This is an optimization exercise on Yosys and OpenROAD, whose aim is small area, a short achievable clock period and few clock cycles, not a production implementation. RTL that was checked went through simulation tests only; none was proved equivalent to the original. Power is estimated from default activity; no workload was simulated.

Setup of the reference run:
Design nb_tx_top, start of the top module:
module nb_tx_top #(parameter TBS = 16 , parameter G = 132, parameter Qm = 2, parameter rv_indx = 0)
    (
        output logic                  e_k,
        output logic                  RM_Valid,
        input logic                   i_data_crc,
        input logic                   i_clk_crc,
                                      i_rst_crc
    );
Size: about 540 cells after synthesis, ~44 flip-flops, roughly 5 I/O pins, about 0.0039 mm² of cells after synthesis.
clock: 7.0 ns
lec_check: 0
cap_margin: 20
core_margin: 2
core_utilization: 30
place_density: 0.5
setup_slack_margin: 3.5
slew_margin: 20
run.sh (not shown) runs the stock make flow with config.mk's settings and CLKGATE_MAP_FILE= SYNTH_SCRIPT=/design/flow/synth_recipe.tcl, a recipe that flattens the netlist after the stock synthesis.
Here is what was changed in the inputs of the trial run compared with the reference run.
Settings: a change of SETUP_SLACK_MARGIN from 3.5 to 4.5.
==> comparison <==
In the trial run the count of buffers not belonging to the clock network in the layout turned out 33 higher than in the reference run.
Compared with the reference run, in the trial run first-pass iteration count of the detailed router has increased, number of register bits inferred by synthesis essentially unchanged, met1 routed wirelength after detailed routing rose by about 3.5%.
Any difference in final hold slack between the trial run and the reference run is small enough to ignore.
Re signed area change from the synthesized netlist to the final layout: the reference run and the trial run aren't equal, and the lower value belongs to the reference run.
Looking at the reference run and the trial run, the final setup skew is a wash.
Per the comparison of the trial run with the reference run, combined area of the multi-input logic cells has increased, final critical-path setup slack up 0.78 ns.
Net count reported at finish for the trial run is higher than for the reference run.
Post-CTS setup-driven buffer insertion count, the reference run and the trial run: smaller value in the reference run
No functional check of the RTL was part of any run of this note.


## run A
Another version of the RTL of nb_tx_top (not shown whole).
Size in the first run: roughly 53 flip-flops, ~5 I/O pins.
clock: 7.0 ns
lec_check: 0
abc_area: 1
cap_margin: 20
core_margin: 2
core_utilization: 30
cts_buf_list: sky130_fd_sc_hd__clkbuf_16
place_density: 0.5
setup_slack_margin: 4.9
slew_margin: 20
standard.sh (not shown) runs the stock make flow with config.mk's settings and CLKGATE_MAP_FILE= SYNTH_SCRIPT=/design/flow/synth_recipe.tcl, a recipe that flattens the netlist after the stock synthesis.
==> flow/flow/run.sh <==
#!/bin/bash
set -euo pipefail
rm -rf myscripts
cp -r "$FLOW_HOME/scripts" myscripts
cp flow/abc_area.script myscripts/abc_area.script
bash standard.sh SCRIPTS_DIR="$PWD/myscripts" finish > make_finish.log 2>&1
==> flow/flow/abc_area.script <==
strash
&get -n
&fraig -x
&dc2
&put
dch -f
map -a
strash
dch -f
map -a
strash
dch -f
map -a
topo
Testbench counts of run A, summed over its fixed seeds: cycles 13,920.
Edits applied to the flow inputs when going from run A to run B:
- CTS_BUF_LIST: sky130_fd_sc_hd__clkbuf_16 -> sky130_fd_sc_hd__clkbuf_8
==> flow/flow/abc_area.script <==
strash
&get -n
&deepsyn -J 200
&put
dch -f
map -a
strash
dch -f
map -a
topo
Results
Run B vs run A, most common cell after layout, fill and taps aside: sky130_fd_sc_hd__nor2_1 vs sky130_fd_sc_hd__nand2_1. Compared with run A, run B shows number of library cell types mapped by synthesis that has gone up by more than 10%. Run B — number of search-and-repair iterations in the first detailed-routing pass 2 higher, run A as reference. Against run A, run B reports a clock network power share that is lower. Note that the power after layout recorded for run A amounts to 1.20 times the value seen in run B. Routed wire in run B totals less than in run A. Sort run B and run A by maximum frequency, descending, and run A comes first.


Another version of the RTL of nb_tx_top (not shown whole).
Size in the first run: about 410 cells after synthesis, ~49 flip-flops, ~5 I/O pins.
clock: 7.0 ns
lec_check: 0
abc_area: 1
cap_margin: 20
core_margin: 2
core_utilization: 30
cts_buf_list: sky130_fd_sc_hd__clkbuf_16
place_density: 0.5
setup_slack_margin: 4.5
slew_margin: 20
==> flow/flow/abc_area.script <==
strash
&get -n
&deepsyn -J 200
&put
dch -f
map -a
strash
dch -f
map -a
topo
Scripts as last shown in full above: flow/flow/run.sh
The baseline passed the timing, design-rule and antenna checks.
Testbench counts at the start, summed over its fixed seeds: cycles 13,920.
Edit:
==> flow/flow/abc_area.script (replaced) <==
strash
&get -n
&fraig -x
&dc2
&put
dch -f
map -a
strash
dch -f
map -a
strash
dch -f
map -a
topo
--- a/flow/config.mk
+++ b/flow/config.mk
@@ -10,5 +10,5 @@
 export CORE_MARGIN = 2
-export CORE_UTILIZATION = 30
+export CORE_UTILIZATION = 50
 export CTS_BUF_LIST = sky130_fd_sc_hd__clkbuf_16
-export PLACE_DENSITY = 0.5
+export PLACE_DENSITY = 0.7
 export SETUP_SLACK_MARGIN = 4.5
After rerunning: Maximum frequency rises by 0.53%; total power drops by 1.9%; non-clock buffer count grows by 2; final cell count drops by about 9%; first-iteration DRC count goes up by about 90%; setup slack improves by 14 ps; routed wire length went down by 4.3%; critical path depth shrinks by 2.
Edit:
==> flow/run.sh (new file) <==
#!/bin/bash
# synth_recipe.tcl (not shown) runs the flow's synth.tcl, then flattens the netlist and writes it again
# the make line also repeats each setting of config.mk as NAME=value (left out here)
make -C /OpenROAD-flow-scripts/flow DESIGN_CONFIG=/design/flow/config.mk WORK_HOME=/design/flow/orfs CLKGATE_MAP_FILE= SYNTH_SCRIPT=/design/flow/synth_recipe.tcl finish
--- a/flow/config.mk
+++ b/flow/config.mk
@@ -10,5 +10,4 @@
 export CORE_MARGIN = 2
-export CORE_UTILIZATION = 50
-export CTS_BUF_LIST = sky130_fd_sc_hd__clkbuf_16
-export PLACE_DENSITY = 0.7
+export CORE_UTILIZATION = 30
+export PLACE_DENSITY = 0.5
 export SETUP_SLACK_MARGIN = 4.5
removed: flow/flow/run.sh
removed: flow/flow/abc_area.script
removed: flow/standard.sh
Total power climbs by 4.4%.
Non-clock buffer count drops by 11.
Final area climbs by 11%.
Clock skew is about the same.
Wire length climbs by 21%.
Die area climbs by 95%.
Edit:
==> flow/flow/run.sh (new file) <==
#!/bin/bash
set -euo pipefail
rm -rf myscripts
cp -r "$FLOW_HOME/scripts" myscripts
cp flow/abc_area.script myscripts/abc_area.script
bash standard.sh SCRIPTS_DIR="$PWD/myscripts" finish > make_finish.log 2>&1
==> flow/flow/abc_area.script (new file) <==
strash
&get -n
&deepsyn -T 60 -I 8
&put
dch -f
map -a
strash
dch -f
map -a
topo
==> flow/standard.sh (new file) <==
#!/bin/bash
# synth_recipe.tcl (not shown) runs the flow's synth.tcl, then flattens the netlist and writes it again
# the make line also repeats each setting of config.mk as NAME=value (left out here)
make -C /OpenROAD-flow-scripts/flow DESIGN_CONFIG=/design/flow/config.mk WORK_HOME=/design/flow/orfs CLKGATE_MAP_FILE= SYNTH_SCRIPT=/design/flow/synth_recipe.tcl "${@:-finish}"
--- a/flow/config.mk
+++ b/flow/config.mk
@@ -12,3 +12,3 @@
 export PLACE_DENSITY = 0.5
-export SETUP_SLACK_MARGIN = 4.5
+export SETUP_SLACK_MARGIN = 4.7
 export SLEW_MARGIN = 20
removed: flow/run.sh
The changed run finished with timing, DRC and antenna clean.
Routed wire length shrinks by 5.6%.
Via count shrinks by 9.4%.
First-iteration DRC count grows by 26%.

## what the ideal ports hide
Ports are ideal in the flow. The routed layouts listed here were re-timed in OpenROAD. Step 1 (the two cells are an assumption about what drives the block):
set clk [get_ports {i_clk_crc}]
set_driving_cell -lib_cell sky130_fd_sc_hd__clkbuf_16 $clk
set_driving_cell -lib_cell sky130_fd_sc_hd__buf_2 [delete_from_list [all_inputs] $clk]
Step 2 times the ports against the registers' clock, not the clock port: input delays grow and output delays shrink by t, the midpoint of the rising clock arrivals with the driver on. Slacks: ideal / step 1 / step 2; pairs: ideal / step 1.
run | shift t [ns] | setup WS [ns] | worst register clock-pin slew, ns
the reference run | 0.326 | 3.694 / 3.694 / 3.694 | 0.07 / 0.07
the trial run | 0.325 | 4.475 / 4.475 / 4.349 | 0.07 / 0.07
run A | 0.336 | 4.778 / 4.754 / 4.435 | 0.07 / 0.07
run B | 0.357 | 4.757 / 4.720 / 4.631 | 0.11 / 0.11
the first run of note 3 | 0.324 | 4.427 / 4.427 / 4.383 | 0.07 / 0.07
the second run of note 3 | 0.321 | 4.441 / 4.441 / 4.347 | 0.07 / 0.07
the third run of note 3 | 0.337 | 4.608 / 4.603 / 4.608 | 0.07 / 0.07
the fourth run of note 3 | 0.343 | 4.641 / 4.641 / 4.346 | 0.11 / 0.11
After both steps every run listed still meets setup and hold. The setup slack of run A, which loses most, moves by -0.024 ns with the drivers and by -0.343 ns with both steps.
